Source: an optimization exercise on an open RTL-to-GDS flow (aim: small area). Production flows keep margins and buffers that such runs may drop.
Only simulation tests tie the RTL to the original design; equivalence was not proved.
The flow treats the clock pin as an ideal source. Dropping or thinning the clock tree relies on that and would not hold on a real chip.
Power figures rest on the tool's default switching activity, not on a simulated workload.

== 05-17 ==
Design protein_kontrol, start of the top module:
module protein_kontrol(
input clk,
input rst,
input [5:0] kodon1,
input [5:0] kodon2,
output [63:0] puan,
output reg [9:0] uzunluk,
output reg bitti_mi
    );
==> flow/config.mk <==
export PLATFORM = sky130hd
export DESIGN_NAME = protein_kontrol
export DESIGN_NICKNAME = protein_kontrol
export VERILOG_FILES = /design/flow/design.v
export SDC_FILE = /design/flow/constraint.sdc
export NUM_CORES = 8
export LEC_CHECK = 0
export CAP_MARGIN = 20
export CORE_MARGIN = 2
export CORE_UTILIZATION = 40
export SLEW_MARGIN = 20
==> flow/constraint.sdc <==
create_clock -name core_clock -period 5.0 [get_ports {clk}]
set_input_delay 1.0000 -clock core_clock [delete_from_list [all_inputs] [get_ports {clk}]]
set_output_delay 1.0000 -clock core_clock [all_outputs]
set_load 0.01 [all_outputs]
standard.sh (not shown) runs the stock make flow with config.mk's settings and CLKGATE_MAP_FILE= SYNTH_SCRIPT=/design/flow/synth_recipe.tcl, a recipe that flattens the netlist after the stock synthesis.
==> flow/flow/run.sh <==
#!/bin/bash
# Own layout flow: the standard synthesis unchanged, then the standard ORFS
# layout with these changes:
#  - the constant-0 outputs share the one tie cell synthesis makes
#    (SKIP_REPAIR_TIE_FANOUT), instead of one tie cell per port;
#  - port buffers use buf_1 instead of clkdlybuf4s50_1;
#  - the clock tree is four clkbuf_2, each driven by the clock port and
#    driving a quarter of the flip-flops (cts_post.tcl).
set -euo pipefail
F=$PWD/flow
bash standard.sh synth > synth.log 2>&1
bash standard.sh SKIP_REPAIR_TIE_FANOUT=1 \
  "BUFFER_PORTS_ARGS=-buffer_cell sky130_fd_sc_hd__buf_1" \
  "CTS_ARGS=-buf_list sky130_fd_sc_hd__clkbuf_8 -root_buf sky130_fd_sc_hd__clkbuf_8 -dont_use_dummy_load" \
  POST_CTS_TCL=$F/cts_post.tcl CLK_LEAVES=${CLK_LEAVES:-4} CLK_LEAF_CELL=${CLK_LEAF_CELL:-sky130_fd_sc_hd__clkbuf_2} \
  finish > layout.log 2>&1
==> flow/flow/cts_post.tcl <==
# Replace the clock tree that CTS built with CLK_LEAVES buffers of cell
# CLK_LEAF_CELL, each driven by the clock port and driving an equal share of
# the flip-flops (split by position), placed at the centre of its share.
set block [ord::get_db_block]
set clk_net [$block findNet clk]
set nleaf $::env(CLK_LEAVES)
set cell $::env(CLK_LEAF_CELL)
set master [[ord::get_db] findMaster $cell]
# walk the tree: collect sinks (non-buffer loads) and the CTS buffers
set sinks {}
set bufs {}
set todo [list $clk_net]
while {[llength $todo]} {
  set net [lindex $todo 0]
  set todo [lrange $todo 1 end]
  foreach it [$net getITerms] {
    if {![$it isInputSignal]} { continue }
    set inst [$it getInst]
    if {[string match "sky130_fd_sc_hd__clkbuf_*" [[$inst getMaster] getName]]} {
      lappend bufs $inst
      lappend todo [[$inst findITerm X] getNet]
    } else {
      lappend sinks $it
    }
  }
}
foreach inst $bufs {
  set onet [[$inst findITerm X] getNet]
  foreach it [$inst getITerms] { if {[$it getNet] ne "NULL"} { $it disconnect } }
  odb::dbInst_destroy $inst
  if {$onet != $clk_net} { odb::dbNet_destroy $onet }
}
foreach it $sinks { $it disconnect }
# split sinks by position along the longer side
set keyed {}
foreach it $sinks {
  set bb [[$it getInst] getBBox]
  set x [expr {([$bb xMin] + [$bb xMax]) / 2}]
  set y [expr {([$bb yMin] + [$bb yMax]) / 2}]
  lappend keyed [list $x $y $it]
}
set xs [lsort -integer [lmap k $keyed {lindex $k 0}]]
set ys [lsort -integer [lmap k $keyed {lindex $k 1}]]
set axis [expr {([lindex $xs end] - [lindex $xs 0]) >= ([lindex $ys end] - [lindex $ys 0]) ? 0 : 1}]
set keyed [lsort -integer -index $axis $keyed]
set n [llength $keyed]
for {set g 0} {$g < $nleaf} {incr g} {
  set lo [expr {$g * $n / $nleaf}]
  set hi [expr {($g + 1) * $n / $nleaf - 1}]
  set inst [odb::dbInst_create $block $master "clkbuf_leaf_$g"]
  set net [odb::dbNet_create $block "clknet_leaf_$g"]
  $net setSigType CLOCK
  [$inst findITerm A] connect $clk_net
  [$inst findITerm X] connect $net
  set sx 0; set sy 0
  foreach k [lrange $keyed $lo $hi] {
    [lindex $k 2] connect $net
    set sx [expr {$sx + [lindex $k 0]}]
    set sy [expr {$sy + [lindex $k 1]}]
  }
  set m [expr {$hi - $lo + 1}]
  $inst setLocation [expr {$sx / $m}] [expr {$sy / $m}]
  $inst setPlacementStatus PLACED
  puts "clock leaf $g: $cell driving $m flip-flops"
}
detailed_placement
check_placement -verbose
estimate_parasitics -placement
report_check_types -max_slew -max_capacitance -violators
Modified inputs, 07-20 compared to 05-17
==> flow/flow/run.sh <==
#!/bin/bash
# Own layout flow: the standard synthesis unchanged, then the standard ORFS
# layout with these changes:
#  - the constant-0 outputs share the one tie cell synthesis makes
#    (SKIP_REPAIR_TIE_FANOUT), instead of one tie cell per port;
#  - port buffers use buf_1 instead of clkdlybuf4s50_1;
#  - the clock tree is one buffer driving all flip-flops (cts_post.tcl).
set -euo pipefail
F=$PWD/flow
bash standard.sh synth > synth.log 2>&1
bash standard.sh SKIP_REPAIR_TIE_FANOUT=1 \
  "BUFFER_PORTS_ARGS=-buffer_cell sky130_fd_sc_hd__buf_1" \
  "CTS_ARGS=-buf_list sky130_fd_sc_hd__clkbuf_8 -root_buf sky130_fd_sc_hd__clkbuf_8 -dont_use_dummy_load" \
  POST_CTS_TCL=$F/cts_post.tcl CLK_LEAVES=${CLK_LEAVES:-1} CLK_LEAF_CELL=${CLK_LEAF_CELL:-sky130_fd_sc_hd__clkbuf_16} \
  finish > layout.log 2>&1
==> results.txt <==
Diff 05-17 -> 07-20: share of total power in combinational logic moved down; power rose by about 4%; port buffer count saw little to no change; count of fill cells added during filler insertion fell by 0.78%; cell count -1.6%.
Compared with 05-17, 07-20 shows a higher synthesis-to-layout area growth.
Summary: with 05-17 as the reference, leakage power total in 07-20 moved down slightly.
No run of this note takes its clock network from TritonCTS; it comes from the design's own scripts or RTL.

========
The RTL this note starts from:
==> flow/design.v <==
module protein_kontrol(
input clk,
input rst,
input [5:0] kodon1,
input [5:0] kodon2,
output [63:0] puan,
output reg [9:0] uzunluk,
output reg bitti_mi
    );
    wire [5:0] x = kodon1 ^ kodon2;
    wire d0 = x[1] | x[0];
    wire d1 = x[3] | x[2];
    wire d2 = x[5] | x[4];
    reg [1:0] m1, m2;
    reg [11:0] p;
    reg basla;
    wire start = kodon1 == 6'b000110;
    wire stop  = ~kodon1[5] & kodon1[4] & ~kodon1[2] & ~kodon1[0] & ~(kodon1[3] & kodon1[1]);
    wire uzun = &{uzunluk[9:5], uzunluk[3], uzunluk[0]};
    wire clr = rst | bitti_mi;
    wire [1:0] a = m2;
    wire [12:0] pc;
    wire [11:0] ps;
    assign ps[0] = p[0] ^ a[0];
    assign pc[1] = p[0] & a[0];
    assign ps[1] = p[1] ^ a[1] ^ pc[1];
    assign pc[2] = (p[1] & a[1]) | (pc[1] & (p[1] ^ a[1]));
    genvar i;
    generate for (i = 2; i < 12; i = i + 1) begin : pinc
        assign ps[i] = p[i] ^ pc[i];
        assign pc[i+1] = p[i] & pc[i];
    end endgenerate
    wire [10:0] lc;
    wire [9:0] ls;
    assign lc[0] = basla;
    generate for (i = 0; i < 10; i = i + 1) begin : linc
        assign ls[i] = uzunluk[i] ^ lc[i];
        assign lc[i+1] = uzunluk[i] & lc[i];
    end endgenerate
    always @(posedge clk) begin
        m1 <= {(d0 & d1) | (d0 & d2) | (d1 & d2), d0 ^ d1 ^ d2};
        m2 <= ~m1 & {2{~clr & (basla | start)}};
        basla <= ~clr & (basla | start);
        bitti_mi <= ~clr & (uzun | stop);
        uzunluk <= ls & {10{~clr}};
        p <= ps & {12{~clr}};
    end
    assign puan = {52'd0, p};
endmodule
Settings: LEC_CHECK=0, CAP_MARGIN=20, CORE_MARGIN=2, CORE_UTILIZATION=40, SLEW_MARGIN=20; clock period 5.0 ns.
==> flow/flow/run.sh <==
#!/bin/bash
# Own layout flow: the standard synthesis unchanged, then the standard ORFS
# layout with these changes:
#  - the constant-0 outputs share the one tie cell synthesis makes
#    (SKIP_REPAIR_TIE_FANOUT), instead of one tie cell per port;
#  - port buffers use buf_1 instead of clkdlybuf4s50_1;
#  - the clock tree is one buffer driving all flip-flops (cts_post.tcl).
set -euo pipefail
F=$PWD/flow
bash standard.sh synth > synth.log 2>&1
bash standard.sh SKIP_REPAIR_TIE_FANOUT=1 \
  "BUFFER_PORTS_ARGS=-buffer_cell sky130_fd_sc_hd__buf_1" \
  "CTS_ARGS=-buf_list sky130_fd_sc_hd__clkbuf_8 -root_buf sky130_fd_sc_hd__clkbuf_8 -dont_use_dummy_load" \
  POST_CTS_TCL=$F/cts_post.tcl CLK_LEAVES=${CLK_LEAVES:-2} CLK_LEAF_CELL=${CLK_LEAF_CELL:-sky130_fd_sc_hd__clkbuf_8} \
  finish > layout.log 2>&1
Scripts as last shown in full above: flow/flow/cts_post.tcl
Rerun with:
--- a/flow/flow/run.sh
+++ b/flow/flow/run.sh
@@ -12,4 +12,4 @@
   "BUFFER_PORTS_ARGS=-buffer_cell sky130_fd_sc_hd__buf_1" \
   "CTS_ARGS=-buf_list sky130_fd_sc_hd__clkbuf_8 -root_buf sky130_fd_sc_hd__clkbuf_8 -dont_use_dummy_load" \
-  POST_CTS_TCL=$F/cts_post.tcl CLK_LEAVES=${CLK_LEAVES:-2} CLK_LEAF_CELL=${CLK_LEAF_CELL:-sky130_fd_sc_hd__clkbuf_8} \
+  POST_CTS_TCL=$F/cts_post.tcl CLK_LEAVES=${CLK_LEAVES:-4} CLK_LEAF_CELL=${CLK_LEAF_CELL:-sky130_fd_sc_hd__clkbuf_2} \
   finish > layout.log 2>&1
Outcome:
- power drops by a few percent
- cell count rises slightly
- sequential cell count does not change
- hold slack gets better by 4.8 ps
- core utilization shrinks by 0.20 points
- setup slack got worse by 4.7 ps
- critical path depth stays the same
- design area is lower slightly
- clock skew goes up by 6.9 ps
- global-route usage is higher by 0.46 points
In every run of this note, the design's own scripts or RTL, not TritonCTS, make the clock network.

[static timing again, ports no longer ideal]
No port has a modelled driver above. Below, the same layouts with a new extraction and two added sets of constraints.
Step 1 assumes that a clkbuf_16 drives the clock port and a buf_2 every other input.
Step 2, shift: input delay + t, output delay - t, t = (earliest + latest rising clock arrival at the registers) / 2. This alone moves slack from input paths to output paths.
Slacks: no drivers / after step 1 / after step 2; pairs: no drivers / after step 1.
| run | t (ns) | slack for setup (ns) | worst data-port slew with drivers (ns) |
|---|---|---|---|
| 05-17 | 0.176 | 2.203 / 2.203 / 2.203 | 0.04 |
| 07-20 | 0.185 | 2.199 / 2.199 / 2.199 | 0.04 |
| the first run of note 2 | 0.171 | 2.208 / 2.208 / 2.208 | 0.04 |
| the second run of note 2 | 0.176 | 2.203 / 2.203 / 2.203 | 0.04 |
After both steps setup and hold are still met in every run listed.
